From an optimization exercise on the open Yosys and OpenROAD flow, aimed at small area, a short achievable clock period and few clock cycles; shortcuts taken in it are not production practice. Where RTL was checked, it was by simulation tests only, not by an equivalence proof against the original. Function not checked in runs 2 to 4: the RTL went through the layout flow alone. No activity file was given, so power comes from the tool's default toggle rates.

File: flow/design.v
module ks_adder #(
  parameter W = 32
)(
  input  [W-1:0] a,
  input  [W-1:0] b,
  input          cin,
  output [W-1:0] sum,
  output         cout
);
  localparam L = $clog2(W);
  wire [W-1:0] p0 = a ^ b;
  wire [W-1:0] g0 = a & b;
  wire [W-1:0] gl [0:L];
  wire [W-1:0] pl [0:L];
  assign gl[0] = {g0[W-1:1], g0[0] | (p0[0] & cin)};
  assign pl[0] = p0;
  genvar l, i;
  generate
    for (l = 0; l < L; l = l + 1) begin : lvl
      for (i = 0; i < W; i = i + 1) begin : bit_
        if (i >= (1 << l)) begin : node
          assign gl[l+1][i] = gl[l][i] | (pl[l][i] & gl[l][i - (1 << l)]);
          assign pl[l+1][i] = pl[l][i] & pl[l][i - (1 << l)];
        end else begin : pass
          assign gl[l+1][i] = gl[l][i];
          assign pl[l+1][i] = pl[l][i];
        end
      end
    end
  endgenerate
  wire [W:0] c = {gl[L], cin};
  assign sum  = p0 ^ c[W-1:0];
  assign cout = c[W];
endmodule
module register_file (
  input         clk,
  input  [4:0]  raddr1,
  input  [4:0]  raddr2,
  input  [4:0]  waddr,
  input  [31:0] wdata,
  input         wen,
  output reg [31:0] rdata1,
  output reg [31:0] rdata2
);
  reg [31:0] regs [1:31];
  always @(posedge clk) begin
    if (wen) regs[waddr] <= wdata;
  end
  integer i;
  always @(*) begin
    rdata1 = 32'd0;
    rdata2 = 32'd0;
    for (i = 1; i < 32; i = i + 1) begin
      rdata1 = rdata1 | ({32{raddr1 == i}} & regs[i]);
      rdata2 = rdata2 | ({32{raddr2 == i}} & regs[i]);
    end
  end
endmodule
module simple_cpu
#(parameter DATA_WIDTH = 32)(
  input clk,
  input rstn,
  output [DATA_WIDTH-1:0] imem_addr,
  input  [DATA_WIDTH-1:0] imem_rdata,
  output [DATA_WIDTH-1:0] dmem_addr,
  output [DATA_WIDTH-1:0] dmem_wdata,
  output [3:0]            dmem_wstrb,
  output                  dmem_re,
  input  [DATA_WIDTH-1:0] dmem_rdata
);
wire [31:0] f_inst = imem_rdata;
wire [6:0]  f_op   = f_inst[6:0];
wire [4:0]  f_rd   = f_inst[11:7];
wire [2:0]  f_f3   = f_inst[14:12];
wire [4:0]  f_rs1  = f_inst[19:15];
wire [4:0]  f_rs2  = f_inst[24:20];
wire        f_f7b5 = f_inst[30];
wire f_is_op     = (f_op == 7'b0110011);
wire f_is_opimm  = (f_op == 7'b0010011);
wire f_is_load   = (f_op == 7'b0000011);
wire f_is_store  = (f_op == 7'b0100011);
wire f_is_branch = (f_op == 7'b1100011);
wire f_is_jalr   = (f_op == 7'b1100111);
wire f_is_jal    = (f_op == 7'b1101111);
wire f_is_lui    = (f_op == 7'b0110111);
wire f_is_auipc  = (f_op == 7'b0010111);
wire f_wr = (f_is_op | f_is_opimm | f_is_load | f_is_jalr | f_is_jal | f_is_lui | f_is_auipc)
            & (f_rd != 5'd0);
wire f_tk_always = f_is_jal | f_is_jalr;
wire f_tk_eq  = f_is_branch & (f_f3 == 3'b000);
wire f_tk_ne  = f_is_branch & (f_f3 == 3'b001);
wire f_tk_lt  = f_is_branch & (f_f3 == 3'b100);
wire f_tk_ge  = f_is_branch & (f_f3 == 3'b101);
wire f_tk_ltu = f_is_branch & (f_f3 == 3'b110);
wire f_tk_geu = f_is_branch & (f_f3 == 3'b111);
wire f_alu    = f_is_opimm | (f_is_op & (~f_f7b5 | f_f3 == 3'b000 | f_f3 == 3'b101));
wire f_r_add  = f_alu & (f_f3 == 3'b000);
wire f_r_sh   = f_alu & (f_f3 == 3'b001 | f_f3 == 3'b101);
wire f_r_slt  = f_alu & (f_f3 == 3'b010);
wire f_r_sltu = f_alu & (f_f3 == 3'b011);
wire f_r_xor  = f_alu & (f_f3 == 3'b100);
wire f_r_or   = f_alu & (f_f3 == 3'b110);
wire f_r_and  = f_alu & (f_f3 == 3'b111);
wire f_sub    = (f_is_op & f_f7b5 & (f_f3 == 3'b000)) | (f_f3[2:1] == 2'b01);
wire f_sh_l   = (f_f3 == 3'b001);
wire f_sh_a   = f_f7b5;
reg [31:0] f_imm;
always @(*) begin
  if (f_is_store)
    f_imm = {{20{f_inst[31]}}, f_inst[31:25], f_inst[11:7]};
  else if (f_is_branch)
    f_imm = {{20{f_inst[31]}}, f_inst[7], f_inst[30:25], f_inst[11:8], 1'b0};
  else if (f_is_jal)
    f_imm = {{12{f_inst[31]}}, f_inst[19:12], f_inst[20], f_inst[30:21], 1'b0};
  else if (f_is_lui | f_is_auipc)
    f_imm = {f_inst[31:12], 12'b0};
  else
    f_imm = {{20{f_inst[31]}}, f_inst[31:20]};
end
reg [31:0] pc;           
reg [31:0] imm;
reg [31:0] rv1, rv2;     
reg [31:0] xa, xb;       
reg [4:0]  rd;
reg [2:0]  funct3;
reg        wr;           
reg        is_op, is_load, is_store, is_jalr;
reg        tk_always, tk_eq, tk_ne, tk_lt, tk_ge, tk_ltu, tk_geu;
reg        r_add, r_sh, r_slt, r_sltu, r_xor, r_or, r_and, r_link, r_lui, r_auipc;
reg        sub, sh_l, sh_a;
wire [31:0] wb_data;
wire [31:0] next_pc;
wire [31:0] rf_rd1, rf_rd2;
register_file m_rf (
  .clk(clk),
  .raddr1(f_rs1), .raddr2(f_rs2),
  .waddr(rd), .wdata(wb_data), .wen(wr),
  .rdata1(rf_rd1), .rdata2(rf_rd2)
);
wire [31:0] f_rv1 = (wr && rd == f_rs1) ? wb_data : rf_rd1;
wire [31:0] f_rv2 = (wr && rd == f_rs2) ? wb_data : rf_rd2;
always @(posedge clk) begin
  if (!rstn) begin
    pc        <= 32'hFFFF_FFFC;
    wr        <= 1'b0;
    is_op     <= 1'b0;
    is_load   <= 1'b0;
    is_store  <= 1'b0;
    is_jalr   <= 1'b0;
    tk_always <= 1'b0;
    tk_eq     <= 1'b0;
    tk_ne     <= 1'b0;
    tk_lt     <= 1'b0;
    tk_ge     <= 1'b0;
    tk_ltu    <= 1'b0;
    tk_geu    <= 1'b0;
  end else begin
    pc        <= next_pc;
    wr        <= f_wr;
    is_op     <= f_is_op;
    is_load   <= f_is_load;
    is_store  <= f_is_store;
    is_jalr   <= f_is_jalr;
    tk_always <= f_tk_always;
    tk_eq     <= f_tk_eq;
    tk_ne     <= f_tk_ne;
    tk_lt     <= f_tk_lt;
    tk_ge     <= f_tk_ge;
    tk_ltu    <= f_tk_ltu;
    tk_geu    <= f_tk_geu;
  end
  r_add   <= f_r_add;
  r_sh    <= f_r_sh;
  r_slt   <= f_r_slt;
  r_sltu  <= f_r_sltu;
  r_xor   <= f_r_xor;
  r_or    <= f_r_or;
  r_and   <= f_r_and;
  r_link  <= f_is_jal | f_is_jalr;
  r_lui   <= f_is_lui;
  r_auipc <= f_is_auipc;
  sub     <= f_sub;
  sh_l    <= f_sh_l;
  sh_a    <= f_sh_a;
  imm     <= f_imm;
  rd      <= f_rd;
  funct3  <= f_f3;
  rv1     <= f_rv1;
  rv2     <= f_rv2;
  xa      <= f_rv1;
  xb      <= f_rv2;
end
assign imem_addr = next_pc;
wire [31:0] pc_plus4 = pc + 32'd4;
wire [31:0] pc_imm   = pc + imm;          
wire [31:0] agu;                          
wire        agu_co;
ks_adder #(.W(32)) m_agu (.a(xa), .b(imm), .cin(1'b0), .sum(agu), .cout(agu_co));
wire [31:0] br_diff;
wire        br_co;
ks_adder #(.W(32)) m_cmp (.a(xa), .b(~xb), .cin(1'b1), .sum(br_diff), .cout(br_co));
wire br_eq  = (xa == xb);
wire br_ltu = ~br_co;
wire br_lt  = (xa[31] ^ xb[31]) ? xa[31] : br_ltu;
wire take = tk_always | (tk_eq & br_eq) | (tk_ne & ~br_eq) | (tk_lt & br_lt) |
            (tk_ge & ~br_lt) | (tk_ltu & br_ltu) | (tk_geu & ~br_ltu);
wire [31:0] target = is_jalr ? agu : pc_imm;
assign next_pc = take ? target : pc_plus4;
wire [31:0] op_b = is_op ? rv2 : imm;
wire [32:0] sum  = {1'b0, rv1} + {1'b0, op_b ^ {32{sub}}} + {32'd0, sub};
wire        lt_u = ~sum[32];
wire        lt_s = (rv1[31] ^ op_b[31]) ? rv1[31] : sum[31];
wire [4:0]  shamt = op_b[4:0];
reg  [31:0] sh_in, sh_out;
integer k;
always @(*) begin
  for (k = 0; k < 32; k = k + 1) sh_in[k] = sh_l ? rv1[31-k] : rv1[k];
end
wire [63:0] sh_ext = {{32{sh_a & rv1[31] & ~sh_l}}, sh_in};
wire [31:0] sh_r   = sh_ext >> shamt;
always @(*) begin
  for (k = 0; k < 32; k = k + 1) sh_out[k] = sh_l ? sh_r[31-k] : sh_r[k];
end
wire [31:0] alu_out = ({32{r_add}}   & sum[31:0])
                    | ({32{r_sh}}    & sh_out)
                    | {31'd0, r_slt  & lt_s}
                    | {31'd0, r_sltu & lt_u}
                    | ({32{r_xor}}   & (rv1 ^ op_b))
                    | ({32{r_or}}    & (rv1 | op_b))
                    | ({32{r_and}}   & (rv1 & op_b))
                    | ({32{r_link}}  & pc_plus4)
                    | ({32{r_lui}}   & imm)
                    | ({32{r_auipc}} & pc_imm);
assign dmem_addr = agu;
assign dmem_re   = is_load;
reg [31:0] st_data;
reg [3:0]  st_strb;
always @(*) begin
  st_data = rv2;
  st_strb = 4'b0000;
  case (funct3[1:0])
    2'b00: begin st_data = {4{rv2[7:0]}};  st_strb = 4'b0001 << agu[1:0]; end
    2'b01: begin st_data = {2{rv2[15:0]}}; st_strb = agu[1] ? 4'b1100 : 4'b0011; end
    2'b10: begin st_data = rv2;            st_strb = 4'b1111; end
    default: ;
  endcase
end
assign dmem_wdata = st_data;
assign dmem_wstrb = is_store ? st_strb : 4'b0000;
wire [7:0]  ld_byte = agu[1] ? (agu[0] ? dmem_rdata[31:24] : dmem_rdata[23:16])
                             : (agu[0] ? dmem_rdata[15:8]  : dmem_rdata[7:0]);
wire [15:0] ld_half = agu[1] ? dmem_rdata[31:16] : dmem_rdata[15:0];
reg  [31:0] ld_data;
always @(*) begin
  case (funct3[1:0])
    2'b00:   ld_data = {{24{ld_byte[7]  & ~funct3[2]}}, ld_byte};
    2'b01:   ld_data = {{16{ld_half[15] & ~funct3[2]}}, ld_half};
    2'b10:   ld_data = dmem_rdata;
    default: ld_data = 32'd0;
  endcase
end
assign wb_data = is_load ? ld_data : alu_out;
endmodule
File: flow/run.sh
#!/bin/bash
# synth_recipe.tcl (not shown) runs the flow's synth.tcl, then flattens the netlist and writes it again
# the make line also repeats each setting of config.mk as NAME=value (left out here)
make -C /OpenROAD-flow-scripts/flow DESIGN_CONFIG=/design/flow/config.mk WORK_HOME=/design/flow/orfs CLKGATE_MAP_FILE= SYNTH_SCRIPT=/design/flow/synth_recipe.tcl finish
File: flow/config.mk
export PLATFORM = sky130hd
export DESIGN_NAME = simple_cpu
export DESIGN_NICKNAME = simple_cpu
export VERILOG_FILES = /design/flow/design.v
export SDC_FILE = /design/flow/constraint.sdc
export NUM_CORES = 8
export LEC_CHECK = 0
export CAP_MARGIN = 20
export CORE_MARGIN = 2
export CORE_UTILIZATION = 40
export SETUP_SLACK_MARGIN = 4
export SLEW_MARGIN = 20
File: flow/constraint.sdc
create_clock -name core_clock -period 10.0 [get_ports {clk}]
set_input_delay 2.0000 -clock core_clock [delete_from_list [all_inputs] [get_ports {clk}]]
set_output_delay 2.0000 -clock core_clock [all_outputs]
set_load 0.01 [all_outputs]
==> notes.md, run 1 <==
part of the Yosys area used for sequential elements=between 50% and 60%; via/cell ratio=7.586; RR Startpoint=sh_l; drt pass-1 iters=12; layout net count=approximately 5600; required arrival time at the worst endpoint=slightly above 10 ns; cell with the biggest individual delay on the critical path=sky130_fd_sc_hd__mux2i_1; clock skew after layout=0.07545 ns; H-Tree Level Count=3; HPWL after detailed placement=between 200000 and 250000 microns; Core Footprint=150100 sq um; Hold/Removal Path Class=flop to flop; top fanout value on the critical path=51; CTS root buffer=sky130_fd_sc_hd__clkbuf_16; final cell count without fillers=7477; post-synth top area share=49.16%; hold path start=m_rf.regs[4][23]; worst setup slack for register-to-register paths=3.79 ns; outcome=complete, no violations; sort of element at the end of the critical path=flop; number of global-route vias before repair=between 50000 and 60000; Fillers=13440; startpoint kind of the worst setup timing path=flop; most common cell after layout, fill and taps aside=sky130_fd_sc_hd__edfxtp_1; synth top area cells=sky130_fd_sc_hd__edfxtp_1, sky130_fd_sc_hd__a22oi_1, sky130_fd_sc_hd__dfxtp_1; number of standard cells after synthesis=5182; last element of the critical path=m_rf.regs[28][2]; area of the mapped netlist=60590 sq um; number of antenna violations at the first check in global routing=15; post-synth cell types=a little over 90; placed cell count=7191; post-layout minimum cycle time=6.213 ns; Worst slew margin=16.64%; CTS Buf Count=117; max-cap violation count=0; post-route setup slack=3.787 ns; clock slew at reported path FFs=roughly 0.060 ns; cell type with the largest total area after synthesis=sky130_fd_sc_hd__edfxtp_1; max-slew violation total from the final report=0; fmax=161.0 MHz; clock latency at the later pin of the worst-skew pair=0.79 ns; pwr/cell area=between 200 and 250 nW/um^2; delay of the slowest cell on the worst path=1.00 ns; detailed-route DRC error count=0; Buf+Inv Stages, Crit Path=2; EDFF count, synth=a little under 1000; number of clock sinks=1153; chain of cells forming the critical path=buf_4, mux2i_1, mux2i_1, mux2i_1, a21oi_1, a21oi_1, or4b_1, a41oi_1, a21oi_1, inv_1; vias post-DR=56720; number of buffers inserted by hold repair at cts=0; buffer depth of the longest clock path=3; Worst Tran Pin Value=~1.2 ns; final count of hold timing violations=0; commonest cells after routing, fill and taps aside=sky130_fd_sc_hd__edfxtp_1, sky130_fd_sc_hd__a22oi_1, sky130_fd_sc_hd__nand2_1; warning count from the yosys run=3; share of synthesized registers carrying an async set or reset=0%; cell area after layout=roughly 71000 sq um; final routed wirelength across all metal layers=334700 microns; Routability Congestion=1.096; placement-stage cell area=approximately 66000 sq um; unrepaired setup endpoints after global routing=yes; first-pass GRT wire length=445900 microns; critical register-to-register path endpoint=m_rf.regs[28][2]; synthesized flop and latch total=1153; net count after synthesis=5441; total of buffers placed on input and output ports=between 150 and 200; static leakage=around 24 nW; syn avg cell area=11.69 sq um; Rows=between 100 and 150; minimum setup slack after placement=approximately 3.5 ns; num ports=between 150 and 200; detailed-route wire length per cell=44.76 microns; Final Core Density=47.54%; die area=154600 sq um; critical path startpoint=sh_l; top cell family by delay on the critical path=multiplexers; number of cell instances on the worst register-to-register path=10; GR Util All Layers=42.16%; Final TNS setup=0 ns; maximum number of pins on one net before global-route repair=57; Die H=393.2 microns; clock tree from TritonCTS=built; maximum vdd ir drop=0.1528 mV; instance count on the critical path=10; initial core utilization=between 40 and 50%; period utilization=~62%; Crit path arrival time=6.56 ns; ratio of cells with drive above 1 in the final layout=16.70%; area growth from synthesis to layout=17.81%; dominant register cell in the synthesized netlist=sky130_fd_sc_hd__edfxtp_1; number of nets with antenna violations after detailed routing=0; DRC marker count from the first detailed-route iteration=approximately 12000; Worst Setup Path Type=flop to flop; overall die width=393.2 microns; count of final setup violators=0; aggregate global routing overflow=0
==> state kept, by name, summed over array words and instances (netlist names), 3 cells and up <==
name / count
funct3: 3
imm: 32
m_rf.regs: 992
pc: 32
rd: 5
xa: 32
xb: 32
==> cells by family after synthesis <==
group	count (synthesis)	synth area share (%)
AO/OA/AOI/OAI	1776	22.25
XOR/XNOR	137	1.980
buffers and inverters	514	3.329
flip-flops	1153	54.48
AND/OR/NAND/NOR	1193	9.768
multiplexers	216	4.163
adder cells (fa/ha/maj)	193	4.023
==> layer usage <==
metal	wire length [microns]	global-route usage (%)	vias up
met2	135600	60.49	5983
met3	53000	16.41	1952
met4	37300	35.11	22
met5	278	0.9569	-
met1	108500	49.57	27360
li1	-	-	21400
==> stage by stage <==
step | hold WS, ns | total power (W)
finish | 0.6249 | 0.01485
global route | 0.6795 | 0.01513
CTS | 0.6170 | 0.01443
detailed placement | 0.5985 | 0.009530
global placement | 0.6173 | 0.009560
floorplan | 0.5332 | 0.007630
==> power by group <==
part | total, W | switching, W | internal [W]
clock | 0.00471 | 0.00203 | 0.00268
sequential | 0.00562 | 0.000285 | 0.00533
combinational | 0.00453 | 0.00290 | 0.00163
==> worst min-delay path, delay by kind of cell, from the launching register on <==
| kind | cells | cell delay, ns |
|---|---|---|
| DFF | 1 | 0.35 |
| AOI/OAI and AO/OA | 2 | 0.23 |
==> cell usage after synthesis, types with 11 or more instances <==
cell / number
sky130_fd_sc_hd__ha_1: 190
sky130_fd_sc_hd__nor3_1: 77
sky130_fd_sc_hd__dfxtp_1: 161
sky130_fd_sc_hd__mux2_2: 27
sky130_fd_sc_hd__and3_1: 31
sky130_fd_sc_hd__a2bb2oi_1: 17
sky130_fd_sc_hd__clkbuf_1: 304
sky130_fd_sc_hd__nor2_1: 248
sky130_fd_sc_hd__mux2i_1: 162
sky130_fd_sc_hd__nand2b_1: 40
sky130_fd_sc_hd__nand4_1: 121
sky130_fd_sc_hd__o21a_1: 26
sky130_fd_sc_hd__or2_2: 29
sky130_fd_sc_hd__o221ai_1: 14
sky130_fd_sc_hd__nand3_1: 182
sky130_fd_sc_hd__a221o_1: 13
sky130_fd_sc_hd__and4_1: 17
sky130_fd_sc_hd__a22o_1: 254
sky130_fd_sc_hd__a21oi_1: 205
sky130_fd_sc_hd__buf_2: 11
sky130_fd_sc_hd__o22ai_1: 24
sky130_fd_sc_hd__buf_4: 13
sky130_fd_sc_hd__or3_1: 16
sky130_fd_sc_hd__o21bai_1: 14
sky130_fd_sc_hd__nand2_1: 301
sky130_fd_sc_hd__buf_1: 41
sky130_fd_sc_hd__o211ai_1: 34
sky130_fd_sc_hd__edfxtp_1: 992
sky130_fd_sc_hd__nor4_1: 39
sky130_fd_sc_hd__nand3b_1: 22
sky130_fd_sc_hd__a211oi_1: 39
sky130_fd_sc_hd__nor2b_1: 13
sky130_fd_sc_hd__a31oi_1: 22
sky130_fd_sc_hd__xnor2_1: 90
sky130_fd_sc_hd__a21o_1: 69
sky130_fd_sc_hd__mux4_2: 25
sky130_fd_sc_hd__inv_1: 138
sky130_fd_sc_hd__a222oi_1: 66
sky130_fd_sc_hd__a221oi_1: 276
sky130_fd_sc_hd__xor2_1: 47
sky130_fd_sc_hd__o21ai_0: 136
sky130_fd_sc_hd__and2_1: 20
sky130_fd_sc_hd__a22oi_1: 448
==> how the worst min path moves through the flow <==
stage | end | slack (ns) | cells past startpoint
after CTS | xb[23] | 0.62 | 2
after detailed placement | xb[23] | 0.60 | 2
final | xb[23] | 0.62 | 2
after floorplan | xa[0] | 0.53 | 2
after global placement | xb[23] | 0.62 | 2
after global routing | xb[23] | 0.68 | 2
==> layout make-up <==
| cell class | count | area [sq um] | share of cell area [%] |
|---|---|---|---|
| multi-input cells | 3515 | 27350 | 38.31 |
| flip-flops and latches | 1153 | 33240 | 46.57 |
| repair buffers | 425 | 3659 | 5.126 |
| diodes | 5 | 12.51 | 0.01753 |
| inverters | 142 | 539.3 | 0.7555 |
| repair inverters | 1 | 7.507 | 0.01052 |
| clock inverters | 82 | 1047 | 1.467 |
| clock buffers | 138 | 3007 | 4.212 |
| well taps | 2016 | 2522 | 3.534 |
==> timing repair <==
| action | 4_1_cts | 5_1_grt |
|---|---|---|
| gates cloned | 3 | 3 |
| gates resized for setup | 376 | 82 |
| setup buffers | 40 | 14 |
| setup endpoints to repair | 117 | 290 |
| pin swaps | 35 | 15 |
Testbench counts, summed over its fixed seeds: cycles 1,946,880.
==> run 2: changes to the inputs <==
--- a/flow/design.v
+++ b/flow/design.v
@@ -88,9 +88,2 @@
             & (f_rd != 5'd0);
-wire f_tk_always = f_is_jal | f_is_jalr;
-wire f_tk_eq  = f_is_branch & (f_f3 == 3'b000);
-wire f_tk_ne  = f_is_branch & (f_f3 == 3'b001);
-wire f_tk_lt  = f_is_branch & (f_f3 == 3'b100);
-wire f_tk_ge  = f_is_branch & (f_f3 == 3'b101);
-wire f_tk_ltu = f_is_branch & (f_f3 == 3'b110);
-wire f_tk_geu = f_is_branch & (f_f3 == 3'b111);
 wire f_alu    = f_is_opimm | (f_is_op & (~f_f7b5 | f_f3 == 3'b000 | f_f3 == 3'b101));
@@ -119,6 +112,8 @@
 end
-reg [31:0] pc;           
 reg [31:0] imm;
 reg [31:0] rv1, rv2;     
-reg [31:0] xa, xb;       
+reg [31:0] agu;          
+reg [31:0] tgt;          
+reg [31:0] pc4;          
+reg        take;         
 reg [4:0]  rd;
@@ -127,3 +122,2 @@
 reg        is_op, is_load, is_store, is_jalr;
-reg        tk_always, tk_eq, tk_ne, tk_lt, tk_ge, tk_ltu, tk_geu;
 reg        r_add, r_sh, r_slt, r_sltu, r_xor, r_or, r_and, r_link, r_lui, r_auipc;
@@ -131,3 +125,3 @@
 wire [31:0] wb_data;
-wire [31:0] next_pc;
+wire [31:0] next_pc;     
 wire [31:0] rf_rd1, rf_rd2;
@@ -141,5 +135,28 @@
 wire [31:0] f_rv2 = (wr && rd == f_rs2) ? wb_data : rf_rd2;
+wire [31:0] f_agu, f_tgt, f_diff;
+wire        f_agu_co, f_tgt_co, f_cmp_co;
+ks_adder #(.W(32)) m_agu (.a(f_rv1),   .b(f_imm), .cin(1'b0), .sum(f_agu), .cout(f_agu_co));
+ks_adder #(.W(32)) m_tgt (.a(next_pc), .b(f_imm), .cin(1'b0), .sum(f_tgt), .cout(f_tgt_co));
+ks_adder #(.W(32)) m_cmp (.a(f_rv1),   .b(~f_rv2), .cin(1'b1), .sum(f_diff), .cout(f_cmp_co));
+wire [31:0] f_pc4 = next_pc + 32'd4;
+wire f_eq  = (f_rv1 == f_rv2);
+wire f_ltu = ~f_cmp_co;
+wire f_lt  = (f_rv1[31] ^ f_rv2[31]) ? f_rv1[31] : f_ltu;
+reg f_cond;
+always @(*) begin
+  case (f_f3)
+    3'b000:  f_cond = f_eq;
+    3'b001:  f_cond = !f_eq;
+    3'b100:  f_cond = f_lt;
+    3'b101:  f_cond = !f_lt;
+    3'b110:  f_cond = f_ltu;
+    3'b111:  f_cond = !f_ltu;
+    default: f_cond = 1'b0;
+  endcase
+end
+wire f_take = f_is_jal | f_is_jalr | (f_is_branch & f_cond);
 always @(posedge clk) begin
   if (!rstn) begin
-    pc        <= 32'hFFFF_FFFC;
+    pc4       <= 32'd0;
+    take      <= 1'b0;
     wr        <= 1'b0;
@@ -149,11 +166,5 @@
     is_jalr   <= 1'b0;
-    tk_always <= 1'b0;
-    tk_eq     <= 1'b0;
-    tk_ne     <= 1'b0;
-    tk_lt     <= 1'b0;
-    tk_ge     <= 1'b0;
-    tk_ltu    <= 1'b0;
-    tk_geu    <= 1'b0;
   end else begin
-    pc        <= next_pc;
+    pc4       <= f_pc4;
+    take      <= f_take;
     wr        <= f_wr;
@@ -163,10 +174,5 @@
     is_jalr   <= f_is_jalr;
-    tk_always <= f_tk_always;
-    tk_eq     <= f_tk_eq;
-    tk_ne     <= f_tk_ne;
-    tk_lt     <= f_tk_lt;
-    tk_ge     <= f_tk_ge;
-    tk_ltu    <= f_tk_ltu;
-    tk_geu    <= f_tk_geu;
   end
+  agu     <= f_agu;
+  tgt     <= f_tgt;
   r_add   <= f_r_add;
@@ -189,21 +195,5 @@
   rv2     <= f_rv2;
-  xa      <= f_rv1;
-  xb      <= f_rv2;
-end
+end
+assign next_pc   = take ? (is_jalr ? agu : tgt) : pc4;
 assign imem_addr = next_pc;
-wire [31:0] pc_plus4 = pc + 32'd4;
-wire [31:0] pc_imm   = pc + imm;          
-wire [31:0] agu;                          
-wire        agu_co;
-ks_adder #(.W(32)) m_agu (.a(xa), .b(imm), .cin(1'b0), .sum(agu), .cout(agu_co));
-wire [31:0] br_diff;
-wire        br_co;
-ks_adder #(.W(32)) m_cmp (.a(xa), .b(~xb), .cin(1'b1), .sum(br_diff), .cout(br_co));
-wire br_eq  = (xa == xb);
-wire br_ltu = ~br_co;
-wire br_lt  = (xa[31] ^ xb[31]) ? xa[31] : br_ltu;
-wire take = tk_always | (tk_eq & br_eq) | (tk_ne & ~br_eq) | (tk_lt & br_lt) |
-            (tk_ge & ~br_lt) | (tk_ltu & br_ltu) | (tk_geu & ~br_ltu);
-wire [31:0] target = is_jalr ? agu : pc_imm;
-assign next_pc = take ? target : pc_plus4;
 wire [31:0] op_b = is_op ? rv2 : imm;
@@ -230,5 +220,5 @@
                     | ({32{r_and}}   & (rv1 & op_b))
-                    | ({32{r_link}}  & pc_plus4)
+                    | ({32{r_link}}  & pc4)
                     | ({32{r_lui}}   & imm)
-                    | ({32{r_auipc}} & pc_imm);
+                    | ({32{r_auipc}} & tgt);
 assign dmem_addr = agu;
==> flow/flow/run.sh (new file) <==
#!/bin/bash
# Own layout flow: the standard flow (standard.sh, standard synthesis and
# the standard floorplan, power grid, placement, CTS and routing), except that
# the ports are buffered with buf_2 cells instead of the slow delay cell that
# buffer_ports picks by default.
set -euo pipefail
export BUFFER_PORTS_ARGS="-buffer_cell sky130_fd_sc_hd__buf_2"
bash standard.sh > standard_flow.log 2>&1
==> flow/standard.sh (new file) <==
#!/bin/bash
# synth_recipe.tcl (not shown) runs the flow's synth.tcl, then flattens the netlist and writes it again
# the make line also repeats each setting of config.mk as NAME=value (left out here)
make -C /OpenROAD-flow-scripts/flow DESIGN_CONFIG=/design/flow/config.mk WORK_HOME=/design/flow/orfs CLKGATE_MAP_FILE= SYNTH_SCRIPT=/design/flow/synth_recipe.tcl "${@:-finish}"
--- a/flow/config.mk
+++ b/flow/config.mk
@@ -10,3 +10,3 @@
 export CORE_UTILIZATION = 40
-export SETUP_SLACK_MARGIN = 4
+export SETUP_SLACK_MARGIN = 5
 export SLEW_MARGIN = 20
removed: flow/run.sh
==> run 2 against run 1 <==
Effect of this change:
- still clean on timing, DRC and antenna
- non-clock buffer count rose by 245
- critical path depth rose by 11
- die area fell by 0.79%
- register-to-register slack improved by 0.09 ns
- utilization rose by 2.2 points
- maximum frequency fell by 0.58%
- setup slack got worse by 0.036 ns
- global-route usage fell by 0.22 points
- sequential cell count rose by 58
- cell area rose by 4.2%
- critical endpoint is now take
==> notes.md, run 2 <==
vias post-DR=56540; Rows=142; initial core utilization=40.18%; delay of the slowest cell on the worst path=0.46 ns; synthesized flop and latch total=1211; number of antenna violations at the first check in global routing=31; final cell count without fillers=7580; hold_ws=0.6324 ns; sort of element at the end of the critical path=flop; relative contribution of combinational cells to total power=roughly 17%; part of the Yosys area used for sequential elements=around 57%; CTS root buffer=sky130_fd_sc_hd__clkbuf_16; number of standard cells after synthesis=a little under 5000; register with the most flip-flops=m_rf.regs; area growth from synthesis to layout=23.77%; Final TNS setup=0 ns; Core Footprint=between 100000 and 150000 sq um; post-route setup slack=3.751 ns; fmax=160.0 MHz; layout net count=about 5700; Fillers=around 13000; required arrival time at the worst endpoint=roughly 11 ns; share of synthesized registers carrying an async set or reset=0%; Routability Congestion=1.050; clock latency at the later pin of the worst-skew pair=0.82 ns; EDFF count, synth=992; overall die width=391.6 microns; max-slew violation total from the final report=0; post-synth cell types=85; DRC marker count from the first detailed-route iteration=roughly 11000; CTS Buf Count=133; total of buffers placed on input and output ports=166; first-pass GRT wire length=439200 microns; detailed-route wire length per cell=about 44 microns; GR Util All Layers=41.94%; post-layout minimum cycle time=6.249 ns; commonest cells after routing, fill and taps aside=sky130_fd_sc_hd__edfxtp_1, sky130_fd_sc_hd__buf_4, sky130_fd_sc_hd__a22oi_1; Worst Tran Pin Value=1.316 ns; clock tree from TritonCTS=built; static leakage=26.25 nW; cell repeated most along the worst path=sky130_fd_sc_hd__nand4_1; buffer depth of the longest clock path=3; number of nets with antenna violations after detailed routing=0; clock slew at reported path FFs=0.06 ns; chain of cells forming the critical path=buf_2, or2_4, nor2_4, buf_4, a22o_1, a221oi_1, nand4_1, nor3_2, nand2_1, o21ai_0, ha_1, nand4_1, nor4_1, inv_1, or3_4, nor2_1, o31ai_1, nor4b_4, xor2_1, o211ai_1, a311oi_1; HPWL after detailed placement=approximately 200000 microns; Hold/Removal Path Class=flop to flop; synth top area cells=sky130_fd_sc_hd__edfxtp_1, sky130_fd_sc_hd__dfxtp_1, sky130_fd_sc_hd__a22oi_1; Die H=391.6 microns; Sw Ratio=29.23%; total internal power=0.009098 W; detailed-route DRC error count=0; area of the mapped netlist=approximately 60000 sq um; sequential share of power=roughly 45%; pwr/cell area=172.8 nW/um^2; number of global-route vias before repair=around 52000; net count after synthesis=approximately 5200; dominant register cell in the synthesized netlist=sky130_fd_sc_hd__edfxtp_1; RR Startpoint=is_op; flip-flop count of the largest register after layout=992; aggregate global routing overflow=0; cell with the biggest individual delay on the critical path=sky130_fd_sc_hd__nor3_2; num ports=167; count leader, synth=sky130_fd_sc_hd__edfxtp_1; die area=between 150000 and 200000 sq um; H-Tree Level Count=4; drt pass-1 iters=12; most common cell after layout, fill and taps aside=sky130_fd_sc_hd__edfxtp_1; unrepaired setup endpoints after global routing=yes; minimum setup slack after placement=1.933 ns; total net switching power=0.003758 W; hold path start=m_rf.regs[21][22]; max-cap violation count=0; outcome=complete, no violations; count of final setup violators=0; Worst Setup Path Type=primary input to flop; maximum number of pins on one net before global-route repair=59; Worst slew margin=a little under an eighth; number of clock sinks=1211; Worst Hold Path Cells=3; via/cell ratio=7.459; Crit path arrival time=6.97 ns; startpoint kind of the worst setup timing path=primary input; number of buffers inserted by hold repair at cts=0; cell type with the largest total area after synthesis=sky130_fd_sc_hd__edfxtp_1; final count of hold timing violations=0; number of cell instances on the worst register-to-register path=23; top cell types by occurrence after synthesis=sky130_fd_sc_hd__edfxtp_1, sky130_fd_sc_hd__a22oi_1, sky130_fd_sc_hd__a221oi_1; worst setup slack for register-to-register paths=3.88 ns; period utilization=62.49%; warning count from the yosys run=3; ratio of cells with drive above 1 in the final layout=between 20% and 30%; post-synth top area share=49.56%; final routed wirelength across all metal layers=331700 microns; top cell family by delay on the critical path=simple AND/OR/NAND/NOR gates; share of total power in the clock network=about 38%; placed cell count=7000; worst min-delay path endpoint=rv2[22]; syn avg cell area=12.11 sq um; maximum vdd ir drop=0.1365 mV; clock skew after layout=0.05744 ns; Buf+Inv Stages, Crit Path=3; critical register-to-register path endpoint=agu[31]; top fanout value on the critical path=32
==> run 2: cell types whose count changed in the layout (fill, tap and decap cells not counted), moves of 43 or more <==
cell	previous run	this run
sky130_fd_sc_hd__buf_4	243	420
sky130_fd_sc_hd__dfxtp_1	72	210
sky130_fd_sc_hd__buf_2	25	159
sky130_fd_sc_hd__clkdlybuf4s50_1	130	0
sky130_fd_sc_hd__nand2_1	297	209
sky130_fd_sc_hd__a22oi_1	445	400
sky130_fd_sc_hd__a21oi_1	187	144
==> run 2: worst max-delay path by stage <==
| stage | slack (ns) | cells after the start | from | to |
|---|---|---|---|---|
| final | 3.75 | 21 | imem_rdata[23] | take |
| after global routing | 3.69 | 28 | is_op | agu[30] |
| after CTS | 3.97 | 21 | is_op | take |
| after detailed placement | 1.93 | 20 | imem_rdata[16] | agu[31] |
| after global placement | 1.63 | 22 | imem_rdata[16] | agu[31] |
| after floorplan | 3.90 | 30 | is_op | agu[28] |
==> run 2: final cells by class <==
type / count / area (sq um) / area share (%)
clock inverters: 64 / 641.9 / 0.8628
clock buffers: 170 / 3590 / 4.825
repair buffers: 670 / 5404 / 7.264
multi-input cells: 3291 / 27420 / 36.86
inverters: 136 / 551.8 / 0.7417
repair inverters: 3 / 18.77 / 0.02523
well taps: 2016 / 2522 / 3.391
diodes: 19 / 47.55 / 0.06391
flip-flops and latches: 1211 / 34190 / 45.96
==> run 2: cells by family (layout without fill, tap and decap cells) <==
logic type	after synthesis	in the layout	synth area share [%]
compound gates	1689	1698	21.27
xor+xnor	145	145	2.113
fa+ha+maj	193	193	4.055
buf+inv	478	1043	3.100
flops	1211	1211	56.85
mux	225	225	4.392
other cells	0	19	0
simple gates	1024	1030	8.214
==> run 2: metrics by stage <==
stage | instance area [sq um] | total power [W] | util (%)
finish | 74390 | 0.01286 | 49.73
detailed placement | 64890 | 0.007638 | 43.38
CTS | 72660 | 0.01262 | 48.57
global route | 74370 | 0.01313 | 49.71
floorplan | 60900 | 0.006825 | -
global placement | 64880 | 0.007641 | 43.37
==> run 2: worst register-to-register path: cells and delay by family (launching register included) <==
kind,cells,cell delay [ns]
muxes,5,2.18
DFF,1,0.42
and+or+nand+nor,6,1.01
buffers and inverters,3,0.41
xor gates and xnor gates,1,0.15
AOI/OAI and AO/OA,7,1.63
adders and majority gates,1,0.25
==> run 2: power groups by stage <==
stage	combinational, W	sequential [W]	clock, W
2_1_floorplan	0.00109	0.00573	0
3_3_place_gp	0.00176	0.00588	0
3_5_place_dp	0.00176	0.00587	0
4_1_cts	0.00197	0.00577	0.00488
5_1_grt	0.00226	0.00578	0.00509
6_report	0.00217	0.00580	0.00489
==> run 2: layer usage <==
layer / vias to the layer above / global-route usage, % / wire length (microns)
met2: 6222 / 59.21 / 133000
met4: 30 / 31.55 / 33550
met5: - / 2.169 / 726
met1: 27170 / 49.08 / 108100
li1: 21130 / - / -
met3: 1980 / 19.90 / 56350
==> run 2: what timing repair did <==
item	4_1_cts	5_1_grt
resized for setup	318	155
pin swaps	118	110
endpoints found under the setup margin	478	54
setup buffers	204	95
endpoints found under the hold margin	0	0
cloned	21	2
==> run 3: changes to the inputs <==
--- a/flow/design.v
+++ b/flow/design.v
@@ -34,2 +34,29 @@
 endmodule
+module lt_tree #(
+  parameter W = 32           
+)(
+  input  [W-1:0] lt_bit,     
+  input  [W-1:0] eq_bit,     
+  output         lt
+);
+  localparam L = $clog2(W);
+  wire [W-1:0] g [0:L];
+  wire [W-1:0] p [0:L];
+  assign g[0] = lt_bit;
+  assign p[0] = eq_bit;
+  genvar l, i;
+  generate
+    for (l = 0; l < L; l = l + 1) begin : lvl
+      for (i = 0; i < (W >> (l + 1)); i = i + 1) begin : node
+        assign g[l+1][i] = g[l][2*i+1] | (p[l][2*i+1] & g[l][2*i]);
+        assign p[l+1][i] = p[l][2*i+1] & p[l][2*i];
+      end
+      for (i = (W >> (l + 1)); i < W; i = i + 1) begin : unused
+        assign g[l+1][i] = 1'b0;
+        assign p[l+1][i] = 1'b0;
+      end
+    end
+  endgenerate
+  assign lt = g[L][0];
+endmodule
 module register_file (
@@ -88,2 +115,8 @@
             & (f_rd != 5'd0);
+wire f_tk_eq  = f_is_branch & (f_f3 == 3'b000);
+wire f_tk_ne  = f_is_branch & (f_f3 == 3'b001);
+wire f_tk_lt  = f_is_branch & (f_f3 == 3'b100);
+wire f_tk_ge  = f_is_branch & (f_f3 == 3'b101);
+wire f_tk_ltu = f_is_branch & (f_f3 == 3'b110);
+wire f_tk_geu = f_is_branch & (f_f3 == 3'b111);
 wire f_alu    = f_is_opimm | (f_is_op & (~f_f7b5 | f_f3 == 3'b000 | f_f3 == 3'b101));
@@ -117,3 +150,5 @@
 reg [31:0] pc4;          
-reg        take;         
+reg [31:0] c_eq;         
+reg [31:0] c_lt;         
+reg        c_ltu31;      
 reg [4:0]  rd;
@@ -122,2 +157,3 @@
 reg        is_op, is_load, is_store, is_jalr;
+reg        tk_always, tk_eq, tk_ne, tk_lt, tk_ge, tk_ltu, tk_geu;
 reg        r_add, r_sh, r_slt, r_sltu, r_xor, r_or, r_and, r_link, r_lui, r_auipc;
@@ -133,26 +169,10 @@
 );
-wire [31:0] f_rv1 = (wr && rd == f_rs1) ? wb_data : rf_rd1;
-wire [31:0] f_rv2 = (wr && rd == f_rs2) ? wb_data : rf_rd2;
-wire [31:0] f_agu, f_tgt, f_diff;
-wire        f_agu_co, f_tgt_co, f_cmp_co;
-ks_adder #(.W(32)) m_agu (.a(f_rv1),   .b(f_imm), .cin(1'b0), .sum(f_agu), .cout(f_agu_co));
-ks_adder #(.W(32)) m_tgt (.a(next_pc), .b(f_imm), .cin(1'b0), .sum(f_tgt), .cout(f_tgt_co));
-ks_adder #(.W(32)) m_cmp (.a(f_rv1),   .b(~f_rv2), .cin(1'b1), .sum(f_diff), .cout(f_cmp_co));
+wire f_hit1 = wr & (rd == f_rs1);
+wire f_hit2 = wr & (rd == f_rs2);
+wire [31:0] f_rv1 = f_hit1 ? wb_data : rf_rd1;
+wire [31:0] f_rv2 = f_hit2 ? wb_data : rf_rd2;
+wire f_stall = (f_is_load | f_is_store | f_is_jalr) & f_hit1;
+wire [31:0] f_agu = rf_rd1 + f_imm;       
+wire [31:0] f_tgt = next_pc + f_imm;
 wire [31:0] f_pc4 = next_pc + 32'd4;
-wire f_eq  = (f_rv1 == f_rv2);
-wire f_ltu = ~f_cmp_co;
-wire f_lt  = (f_rv1[31] ^ f_rv2[31]) ? f_rv1[31] : f_ltu;
-reg f_cond;
-always @(*) begin
-  case (f_f3)
-    3'b000:  f_cond = f_eq;
-    3'b001:  f_cond = !f_eq;
-    3'b100:  f_cond = f_lt;
-    3'b101:  f_cond = !f_lt;
-    3'b110:  f_cond = f_ltu;
-    3'b111:  f_cond = !f_ltu;
-    default: f_cond = 1'b0;
-  endcase
-end
-wire f_take = f_is_jal | f_is_jalr | (f_is_branch & f_cond);
 always @(posedge clk) begin
@@ -160,3 +180,2 @@
     pc4       <= 32'd0;
-    take      <= 1'b0;
     wr        <= 1'b0;
@@ -166,5 +185,45 @@
     is_jalr   <= 1'b0;
+    tk_always <= 1'b0;
+    tk_eq     <= 1'b0;
+    tk_ne     <= 1'b0;
+    tk_lt     <= 1'b0;
+    tk_ge     <= 1'b0;
+    tk_ltu    <= 1'b0;
+    tk_geu    <= 1'b0;
+    r_add     <= 1'b0;
+    r_sh      <= 1'b0;
+    r_slt     <= 1'b0;
+    r_sltu    <= 1'b0;
+    r_xor     <= 1'b0;
+    r_or      <= 1'b0;
+    r_and     <= 1'b0;
+    r_link    <= 1'b0;
+    r_lui     <= 1'b0;
+    r_auipc   <= 1'b0;
+  end else if (f_stall) begin
+    pc4       <= next_pc;
+    wr        <= 1'b0;
+    is_op     <= 1'b0;
+    is_load   <= 1'b0;
+    is_store  <= 1'b0;
+    is_jalr   <= 1'b0;
+    tk_always <= 1'b0;
+    tk_eq     <= 1'b0;
+    tk_ne     <= 1'b0;
+    tk_lt     <= 1'b0;
+    tk_ge     <= 1'b0;
+    tk_ltu    <= 1'b0;
+    tk_geu    <= 1'b0;
+    r_add     <= 1'b0;
+    r_sh      <= 1'b0;
+    r_slt     <= 1'b0;
+    r_sltu    <= 1'b0;
+    r_xor     <= 1'b0;
+    r_or      <= 1'b0;
+    r_and     <= 1'b0;
+    r_link    <= 1'b0;
+    r_lui     <= 1'b0;
+    r_auipc   <= 1'b0;
   end else begin
     pc4       <= f_pc4;
-    take      <= f_take;
     wr        <= f_wr;
@@ -174,2 +233,19 @@
     is_jalr   <= f_is_jalr;
+    tk_always <= f_is_jal | f_is_jalr;
+    tk_eq     <= f_tk_eq;
+    tk_ne     <= f_tk_ne;
+    tk_lt     <= f_tk_lt;
+    tk_ge     <= f_tk_ge;
+    tk_ltu    <= f_tk_ltu;
+    tk_geu    <= f_tk_geu;
+    r_add     <= f_r_add;
+    r_sh      <= f_r_sh;
+    r_slt     <= f_r_slt;
+    r_sltu    <= f_r_sltu;
+    r_xor     <= f_r_xor;
+    r_or      <= f_r_or;
+    r_and     <= f_r_and;
+    r_link    <= f_is_jal | f_is_jalr;
+    r_lui     <= f_is_lui;
+    r_auipc   <= f_is_auipc;
   end
@@ -177,12 +253,2 @@
   tgt     <= f_tgt;
-  r_add   <= f_r_add;
-  r_sh    <= f_r_sh;
-  r_slt   <= f_r_slt;
-  r_sltu  <= f_r_sltu;
-  r_xor   <= f_r_xor;
-  r_or    <= f_r_or;
-  r_and   <= f_r_and;
-  r_link  <= f_is_jal | f_is_jalr;
-  r_lui   <= f_is_lui;
-  r_auipc <= f_is_auipc;
   sub     <= f_sub;
@@ -195,4 +261,15 @@
   rv2     <= f_rv2;
-end
-assign next_pc   = take ? (is_jalr ? agu : tgt) : pc4;
+  c_eq    <= ~(f_rv1 ^ f_rv2);
+  c_lt    <= {f_rv1[31] & ~f_rv2[31], ~f_rv1[30:0] & f_rv2[30:0]};
+  c_ltu31 <= ~f_rv1[31] & f_rv2[31];
+end
+wire lt_low;
+lt_tree #(.W(32)) m_lt (.lt_bit({c_lt[30:0], 1'b0}), .eq_bit({c_eq[30:0], 1'b1}), .lt(lt_low));
+wire br_eq  = &c_eq;
+wire br_lt  = c_lt[31] | (c_eq[31] & lt_low);
+wire br_ltu = c_ltu31  | (c_eq[31] & lt_low);
+wire take = tk_always | (tk_eq & br_eq) | (tk_ne & ~br_eq) | (tk_lt & br_lt) |
+            (tk_ge & ~br_lt) | (tk_ltu & br_ltu) | (tk_geu & ~br_ltu);
+wire [31:0] target = is_jalr ? agu : tgt;
+assign next_pc   = take ? target : pc4;
 assign imem_addr = next_pc;
==> run 3 against run 2 <==
Effect of this change:
- critical path type is now flop to output pin
- via count up 4.3%
- register-to-register slack gained 1.0 ns
- critical path depth shrank 8
- critical endpoint is now imem_addr[14]
- largest cell class unchanged
- highest routed layer unchanged
- clock power is 6.3% higher
- sequential share of layout area hardly changed
- cell area increased by 4.2%
- still clean
==> notes.md, run 3 <==
outcome=complete, no violations; post-layout minimum cycle time=5.459 ns; register with the most flip-flops=m_rf.regs; max-cap violation count=0; number of cell instances on the worst register-to-register path=23; final count of hold timing violations=0; final routed wirelength across all metal layers=340500 microns; period utilization=54.59%; Fillers=13520; worst setup slack for register-to-register paths=4.92 ns; via/cell ratio=7.414; Core Footprint=between 150000 and 200000 sq um; number of global-route vias before repair=54600; combined area of the multi-input logic cells=~28000 sq um; Worst slew margin=20.03%; top cell types by occurrence after synthesis=sky130_fd_sc_hd__edfxtp_1, sky130_fd_sc_hd__a22oi_1, sky130_fd_sc_hd__nand2_1; area of the mapped netlist=between 60000 and 70000 sq um; clock tree from TritonCTS=built; count leader, synth=sky130_fd_sc_hd__edfxtp_1; detailed-route wire length per cell=42.81 microns; total of buffers placed on input and output ports=166; top fanout value on the critical path=7; number of nets with antenna violations after detailed routing=0; number of standard cells after synthesis=5332; Buf+Inv Stages, Crit Path=6; total net switching power=0.004845 W; buffer depth of the longest clock path=3; synth top area cells=sky130_fd_sc_hd__edfxtp_1, sky130_fd_sc_hd__a22oi_1, sky130_fd_sc_hd__dfxtp_1; relative contribution of combinational cells to total power=24.1%; cell type with the largest total area after synthesis=sky130_fd_sc_hd__edfxtp_1; ratio of cells with drive above 1 in the final layout=23.36%; initial core utilization=40.31%; fmax=around 180 MHz; Rows=roughly 150; net count after synthesis=5592; Sw Ratio=31.68%; area growth from synthesis to layout=23.07%; aggregate global routing overflow=0; Routability Congestion=1.060; clock slew at reported path FFs=0.06 ns; vias post-DR=a little under 60000; startpoint kind of the worst setup timing path=flop; max-slew violation total from the final report=0; delay of the slowest cell on the worst path=roughly 0.37 ns; syn avg cell area=11.81 sq um; placement-stage cell area=between 60000 and 70000 sq um; unrepaired setup endpoints after global routing=yes; Die H=400.7 microns; top cell family by delay on the critical path=simple AND/OR/NAND/NOR gates; Worst Setup Path Type=flop to output pin; Hold/Removal Path Class=flop to flop; Final TNS setup=0 ns; warning count from the yosys run=3; cell repeated most along the worst path=sky130_fd_sc_hd__buf_6; static leakage=26.98 nW; drt pass-1 iters=13; layout net count=between 6000 and 7000; H-Tree Level Count=4; number of clock sinks=about 1300; Routed met3 length=55390 microns; first-pass GRT wire length=452400 microns; die area=160600 sq um; share of total power in the clock network=34.0%; flip-flop count of the largest register after layout=992; detailed-route DRC error count=0; top sig layer=met5; HPWL after detailed placement=207100 microns; commonest cells after routing, fill and taps aside=sky130_fd_sc_hd__edfxtp_1, sky130_fd_sc_hd__a22oi_1, sky130_fd_sc_hd__buf_4; Final Core Density=between 40% and 50%; metal1 wirelength=between 100000 and 150000 microns; post-synth cell types=97; placed cell count=7418; count of final setup violators=0; routed length on met2=138800 microns; maximum vdd ir drop=0.1882 mV; clock skew after layout=~0.061 ns; GR Util All Layers=between 40% and 50%; critical register-to-register path endpoint=tgt[29]; most common cell after layout, fill and taps aside=sky130_fd_sc_hd__edfxtp_1; final cell count without fillers=about 8000; cell area after layout=77490 sq um; maximum number of pins on one net before global-route repair=55; sequential share of power=41.9%; num ports=approximately 170; Crit path arrival time=~3.5 ns; number of antenna violations at the first check in global routing=22; CTS Buf Count=135; critical path startpoint=c_eq[14]; flip-flop and latch area=~36000 sq um; sort of element at the end of the critical path=output pin; EDFF count, synth=roughly 1000; instance count on the critical path=13; last element of the critical path=imem_addr[14]; overall die width=400.7 microns; total internal power=about 0.010 W; post-synth top area share=47.31%; pwr/cell area=197.4 nW/um^2; Worst Tran Pin Value=1.190 ns; share of synthesized registers carrying an async set or reset=0%; DRC marker count from the first detailed-route iteration=between 10000 and 15000; CTS root buffer=sky130_fd_sc_hd__clkbuf_16; cell with the biggest individual delay on the critical path=sky130_fd_sc_hd__dfxtp_4; synthesized flop and latch total=1281; chain of cells forming the critical path=and4_4, and2_4, nand4_1, buf_6, mux2i_4, buf_6, nor4_4, buf_6, nor2_4, buf_4, buf_16, a31oi_4, buf_6; clock latency at the later pin of the worst-skew pair=0.81 ns; part of the Yosys area used for sequential elements=56.50%; required arrival time at the worst endpoint=8.00 ns; RR Startpoint=c_lt[21]; dominant register cell in the synthesized netlist=sky130_fd_sc_hd__edfxtp_1
==> run 3: changes by cell type after synthesis, moves of 28 or more <==
| cell | before | now |
|---|---|---|
| sky130_fd_sc_hd__dfxtp_1 | 219 | 289 |
| sky130_fd_sc_hd__a22o_1 | 261 | 50 |
| sky130_fd_sc_hd__o22ai_1 | 7 | 35 |
| sky130_fd_sc_hd__a221oi_1 | 287 | 64 |
| sky130_fd_sc_hd__and4_1 | 3 | 39 |
| sky130_fd_sc_hd__nand2_1 | 221 | 349 |
| sky130_fd_sc_hd__nand3_1 | 153 | 106 |
| sky130_fd_sc_hd__a22oi_1 | 403 | 858 |
==> run 3: logic make-up (layout without fill, tap and decap cells) <==
family,count (synthesis),count (layout),synth area share (%)
compound gates,1794,1795,20.84
flops,1281,1281,56.50
simple gates,1255,1255,9.940
buf+inv,474,1027,2.951
mux,213,213,4.191
fa+ha+maj,194,194,3.891
xor+xnor,121,121,1.683
other cells,0,9,0
==> run 3: worst min-delay path, stage by stage (launching register included) <==
cell                       delay, ns
sky130_fd_sc_hd__edfxtp_1       0.35
sky130_fd_sc_hd__a222oi_1       0.09
sky130_fd_sc_hd__nand2_1        0.10
sky130_fd_sc_hd__o21a_1         0.16
==> run 3: what timing repair did <==
item,in CTS,in global routing
hold buffers,0,0
endpoints found under the setup margin,713,331
resized for setup,328,224
endpoints found under the hold margin,0,0
cloned,17,5
pin swaps,97,93
buffers inserted,174,84
==> run 3: worst min-delay path by stage <==
stage          slack (ns)  endpoint  cells after the start         startpoint
3_5_place_dp         0.61    pc4[1]                      2             pc4[1]
5_1_grt              0.76   pc4[15]                      4            pc4[14]
3_3_place_gp         0.59    pc4[1]                      2             pc4[1]
4_1_cts              0.70    pc4[1]                      3             pc4[1]
2_1_floorplan        0.52    pc4[1]                      2             pc4[1]
6_report             0.74   rv2[13]                      3  m_rf.regs[30][13]
==> run 3: per-layer routing <==
layer | track usage (%) | vias to the layer above
met5 | 1.695 | -
met4 | 30.47 | 22
met3 | 17.81 | 2098
met2 | 59.10 | 6458
met1 | 47.05 | 28070
li1 | - | 22320
==> run 3: area by class of cell <==
| class | count | share of cell area, % |
|---|---|---|
| repair inverters | 4 | 0.03875 |
| well taps | 2058 | 3.323 |
| flip-flops and latches | 1281 | 45.93 |
| clock buffers | 174 | 4.629 |
| diodes | 9 | 0.02906 |
| multi-input cells | 3578 | 36.46 |
| inverters | 125 | 0.6346 |
| clock inverters | 72 | 1.201 |
| repair buffers | 652 | 7.754 |
==> run 3: power groups by stage <==
stage / Combinational, W / Sequential, W / Clock, W
3_5_place_dp: 0.00270 / 0.00646 / 0
5_1_grt: 0.00384 / 0.00638 / 0.00540
4_1_cts: 0.00329 / 0.00636 / 0.00519
6_report: 0.00368 / 0.00641 / 0.00520
3_3_place_gp: 0.00268 / 0.00646 / 0
2_1_floorplan: 0.00176 / 0.00621 / 0
==> run 3: per-stage QoR <==
step                      power, W  setup slack (ns)  hold slack (ns)
after floorplan           0.007969             4.655           0.5190
after global placement    0.009144             2.854           0.5940
after detailed placement  0.009158             2.932           0.6104
after CTS                  0.01484             4.517           0.6966
after global routing       0.01562             4.517           0.7608
final                      0.01529             4.541           0.7384
==> run 4: changes to the inputs <==
--- a/flow/design.v
+++ b/flow/design.v
@@ -145,4 +145,4 @@
 end
-reg [31:0] imm;
-reg [31:0] rv1, rv2;     
+reg [31:0] rv1;          
+reg [31:0] rv2;          
 reg [31:0] agu;          
@@ -150,4 +150,6 @@
 reg [31:0] pc4;          
-reg [31:0] c_eq;         
-reg [31:0] c_lt;         
+reg [7:0]  c_eq;         
+reg [7:0]  c_lt;         
+reg        c_eq31;       
+reg        c_lts31;      
 reg        c_ltu31;      
@@ -169,2 +171,3 @@
 );
+wire f_use_rs2 = f_is_op | f_is_store | f_is_branch;
 wire f_hit1 = wr & (rd == f_rs1);
@@ -174,2 +177,12 @@
 wire f_stall = (f_is_load | f_is_store | f_is_jalr) & f_hit1;
+wire [31:0] f_beq = {~(f_rv1[30:0] ^ f_rv2[30:0]), 1'b1};
+wire [31:0] f_blt = {~f_rv1[30:0] & f_rv2[30:0], 1'b0};
+wire [7:0]  f_geq, f_glt;
+genvar gi;
+generate
+  for (gi = 0; gi < 8; gi = gi + 1) begin : cmp_grp
+    lt_tree #(.W(4)) m_glt (.lt_bit(f_blt[4*gi +: 4]), .eq_bit(f_beq[4*gi +: 4]), .lt(f_glt[gi]));
+    assign f_geq[gi] = &f_beq[4*gi +: 4];
+  end
+endgenerate
 wire [31:0] f_agu = rf_rd1 + f_imm;       
@@ -256,3 +269,2 @@
   sh_a    <= f_sh_a;
-  imm     <= f_imm;
   rd      <= f_rd;
@@ -260,5 +272,7 @@
   rv1     <= f_rv1;
-  rv2     <= f_rv2;
-  c_eq    <= ~(f_rv1 ^ f_rv2);
-  c_lt    <= {f_rv1[31] & ~f_rv2[31], ~f_rv1[30:0] & f_rv2[30:0]};
+  rv2     <= f_use_rs2 ? f_rv2 : f_imm;
+  c_eq    <= f_geq;
+  c_lt    <= f_glt;
+  c_eq31  <= ~(f_rv1[31] ^ f_rv2[31]);
+  c_lts31 <= f_rv1[31] & ~f_rv2[31];
   c_ltu31 <= ~f_rv1[31] & f_rv2[31];
@@ -266,6 +280,6 @@
 wire lt_low;
-lt_tree #(.W(32)) m_lt (.lt_bit({c_lt[30:0], 1'b0}), .eq_bit({c_eq[30:0], 1'b1}), .lt(lt_low));
-wire br_eq  = &c_eq;
-wire br_lt  = c_lt[31] | (c_eq[31] & lt_low);
-wire br_ltu = c_ltu31  | (c_eq[31] & lt_low);
+lt_tree #(.W(8)) m_lt (.lt_bit(c_lt), .eq_bit(c_eq), .lt(lt_low));
+wire br_eq  = c_eq31 & (&c_eq);
+wire br_lt  = c_lts31 | (c_eq31 & lt_low);
+wire br_ltu = c_ltu31 | (c_eq31 & lt_low);
 wire take = tk_always | (tk_eq & br_eq) | (tk_ne & ~br_eq) | (tk_lt & br_lt) |
@@ -275,3 +289,3 @@
 assign imem_addr = next_pc;
-wire [31:0] op_b = is_op ? rv2 : imm;
+wire [31:0] op_b = rv2;
 wire [32:0] sum  = {1'b0, rv1} + {1'b0, op_b ^ {32{sub}}} + {32'd0, sub};
@@ -298,3 +312,3 @@
                     | ({32{r_link}}  & pc4)
-                    | ({32{r_lui}}   & imm)
+                    | ({32{r_lui}}   & op_b)
                     | ({32{r_auipc}} & tgt);
==> run 4 against run 3 <==
Effect of this change:
- combinational power down 43%
- power down 16%
- clock-buffer cell count down 12
- die area down 1.3%
==> notes.md, run 4 <==
area growth from synthesis to layout=22.18%; DRC marker count from the first detailed-route iteration=roughly 11000; GR Util All Layers=41.96%; first-pass GRT wire length=456100 microns; via/cell ratio=approximately 7.4; multiplexer area fraction after synthesis=4.613%; net count after synthesis=5642; layout net count=roughly 6000; max-slew violation total from the final report=0; clock skew after layout=0.05484 ns; number of clock sinks=1202; share of the synthesized netlist area taken by xor and xnor gates=1.833%; critical path startpoint=imem_rdata[19]; register with the most flip-flops=m_rf.regs; fraction of the mapped netlist area in simple logic gates=between 10% and 20%; detailed-route DRC error count=0; number of nets with antenna violations after detailed routing=0; post-route setup slack=4.644 ns; CTS root buffer=sky130_fd_sc_hd__clkbuf_16; total of buffers placed on input and output ports=between 150 and 200; total power=about 0.013 W; Rows=144; clock tree from TritonCTS=built; required arrival time at the worst endpoint=10.70 ns; number of standard cells after synthesis=5382; part of the Yosys area used for sequential elements=54.73%; most common cell after layout, fill and taps aside=sky130_fd_sc_hd__edfxtp_1; initial core utilization=40.32%; arithmetic-cell share of the synthesized area counting full adders, half adders and majority gates=3.945%; final count of hold timing violations=0; pwr/cell area=around 170 nW/um^2; Worst Setup Path Type=primary input to flop; number of buffers inserted by hold repair at cts=0; maximum vdd ir drop=around 0.23 mV; fmax=186.7 MHz; flip-flop count of the largest register after layout=992; clock slew at reported path FFs=0.06 ns; overall die width=398.0 microns; count of final setup violators=0; synthesized flop and latch total=1202; last element of the critical path=agu[26]; Fillers=between 10000 and 15000; num ports=167; commonest cells after routing, fill and taps aside=sky130_fd_sc_hd__edfxtp_1, sky130_fd_sc_hd__a22oi_1, sky130_fd_sc_hd__nand2_1; worst setup slack for register-to-register paths=5.00 ns; Crit path arrival time=6.05 ns; cell type with the largest total area after synthesis=sky130_fd_sc_hd__edfxtp_1; area of the mapped netlist=62110 sq um; final routed wirelength across all metal layers=344500 microns; RR Startpoint=c_lt[4]; drt pass-1 iters=17; number of cell instances on the worst register-to-register path=23; maximum number of pins on one net before global-route repair=62; Hold/Removal Path Class=flop to flop; vias post-DR=just under 60000; Routability Congestion=1.032; clock latency at the later pin of the worst-skew pair=slightly above 0.8 ns; number of antenna violations at the first check in global routing=18; H-Tree Level Count=4; period utilization=roughly 54%; unrepaired setup endpoints after global routing=yes; compound-cell area share of the yosys netlist=about 20%; critical register-to-register path endpoint=tgt[24]; dominant register cell in the synthesized netlist=sky130_fd_sc_hd__edfxtp_1; top fanout value on the critical path=32; aggregate global routing overflow=0; HPWL after detailed placement=204700 microns; Core Footprint=154000 sq um; die area=~160000 sq um; post-layout minimum cycle time=5.357 ns; warning count from the yosys run=4; Worst slew margin=23.32%; post-synth top area share=between 40% and 50%; outcome=complete, no violations; CTS Buf Count=approximately 130; Worst Tran Pin Value=1.143 ns; max-cap violation count=0; detailed-route wire length per cell=43.44 microns; largest family of logic cells by synthesized area=compound AO/OA/AOI/OAI gates; static leakage=27.59 nW; sort of element at the end of the critical path=flop; post-synth cell types=93; minimum setup slack after placement=2.730 ns; Final TNS setup=0 ns; syn avg cell area=11.54 sq um; ratio of cells with drive above 1 in the final layout=22.94%; number of global-route vias before repair=about 54000; buffer depth of the longest clock path=3; startpoint kind of the worst setup timing path=primary input; Die H=398.0 microns; top cell types by occurrence after synthesis=sky130_fd_sc_hd__edfxtp_1, sky130_fd_sc_hd__a22oi_1, sky130_fd_sc_hd__nand2_1; share of synthesized registers carrying an async set or reset=0%; count leader, synth=sky130_fd_sc_hd__edfxtp_1; synth top area cells=sky130_fd_sc_hd__edfxtp_1, sky130_fd_sc_hd__a22oi_1, sky130_fd_sc_hd__dfxtp_1; EDFF count, synth=992
-- run 4: changes by cell type in the layout (fill, tap and decap cells not counted), sizes merged, moves of 41 or more --
cell    before  now
nand2      349  403
dfxtp      289  210
nand3      106  188
a221oi      66  116
a22oi      858  720
buf        641  600
mux2i      130   83
a22o        50   99
-- run 4: worst min-delay path by stage --
stage,start,cells past startpoint,slack (ns),end
after floorplan,m_rf.regs[30][2],4,0.60,rv2[2]
after global placement,pc4[0],3,0.75,pc4[0]
after detailed placement,pc4[0],3,0.75,pc4[0]
after CTS,tgt[1],4,0.76,pc4[1]
after global routing,pc4[1],2,0.72,pc4[1]
final,pc4[1],2,0.73,pc4[1]
-- run 4: power breakdown --
group          switching [W]  internal, W  leakage [nW]
registers           0.000286      0.00549          11.1
clock network        0.00220      0.00280          2.10
logic                0.00130     0.000806          14.4
-- run 4: kinds of logic (layout without fill, tap and decap cells) --
kind of cell / count (synthesis) / count (layout)
compound gates: 1733 / 1733
simple gates: 1411 / 1411
flops: 1202 / 1202
buf+inv: 505 / 995
mux: 207 / 207
fa+ha+maj: 194 / 194
xor+xnor: 130 / 130
other cells: 0 / 16
-- run 4: per-stage QoR --
stage	hold WS (ns)	cells	cell area [sq um]	util [%]
finish	0.7341	7932	75880	49.26
global route	0.7242	7917	75840	49.23
CTS	0.7605	7839	74200	48.17
detailed placement	0.7493	7408	66500	43.17
global placement	0.7493	7408	66500	43.17
floorplan	0.6035	5382	62660	-
-- run 4: metal layers --
metal	global-route usage (%)	up-vias	wire (microns)	part of all wire, %
li1	-	22230	-	-
met1	49.54	28360	113100	33
met2	59.77	6267	139100	40
met3	18.11	1959	55570	16
met4	32.42	18	36290	11
met5	1.059	-	461	0.13
-- run 4: repair_timing --
action | CTS | global route
pin swaps | 90 | 79
gates cloned | 13 | 9
setup endpoints to repair | 168 | 136
gates resized for setup | 324 | 213
buffers inserted | 181 | 68
-- run 4: worst max-delay path: stages --
cell and delay, ns:
sky130_fd_sc_hd__buf_12 0.11, sky130_fd_sc_hd__nand3b_1 0.22, sky130_fd_sc_hd__buf_6 0.16, sky130_fd_sc_hd__nor2_4 0.03, sky130_fd_sc_hd__buf_8 0.21, sky130_fd_sc_hd__a22oi_1 0.30
sky130_fd_sc_hd__nand4_1 0.13, sky130_fd_sc_hd__or3_4 0.48, sky130_fd_sc_hd__ha_4 0.23, sky130_fd_sc_hd__inv_2 0.06, sky130_fd_sc_hd__fa_2 0.23, sky130_fd_sc_hd__nor2b_4 0.05
sky130_fd_sc_hd__o2111ai_2 0.18, sky130_fd_sc_hd__nand3_2 0.13, sky130_fd_sc_hd__a311oi_4 0.30, sky130_fd_sc_hd__o221ai_2 0.19, sky130_fd_sc_hd__a311oi_2 0.35, sky130_fd_sc_hd__o21ba_2 0.21
sky130_fd_sc_hd__nor3_1 0.05, sky130_fd_sc_hd__a311o_1 0.27
-- run 4: cell type report --
type                       instances  area, sq um  area share [%]
clock inverter                    75        825.8           1.088
timing repair buffer             617         5833           7.687
antenna                           16        40.04         0.05276
clock buffer                     162         3520           4.638
sequential                      1202        34010           44.82
multi-input combinational       3675        28550           37.63
inverter                         140        531.8          0.7008
tap                             2044         2557           3.370
timing repair inverter             1        7.507        0.009893

## what the ideal ports hide
How much do the figures lean on ideal ports? The routed layouts below were timed once more, with nothing changed but the port constraints.
Step 1 sets driving cells, clkbuf_16 on the clock port and buf_2 on the other inputs (assumed; they add their load-dependent delay and slew).
Step 2, shift: input delay + t, output delay - t, t = (earliest + latest rising clock arrival at the registers) / 2. This alone moves slack from input paths to output paths.
Slacks: ideal / step 1 / step 2; pairs: ideal / step 1.
run | t, ns | slack for setup (ns) | hold slack, ns | worst setup path after step 2 | worst slew at a driven data input, ns
run 1 | 0.833 | 3.787 / 3.787 / 3.301 | 0.625 / 0.625 / 0.625 | input to register | 0.14
run 2 | 0.866 | 3.751 / 3.754 / 2.888 | 0.632 / 0.632 / 0.632 | input to register | 0.14
run 3 | 0.865 | 4.541 / 4.460 / 3.753 | 0.738 / 0.738 / 0.738 | input to register | 0.19
run 4 | 0.881 | 4.643 / 4.540 / 3.659 | 0.734 / 0.734 / 0.734 | input to register | 0.24
After both steps every run listed still meets setup and hold. The setup slack of run 4, which loses most, moves by -0.103 ns with the drivers and by -0.984 ns with both steps.
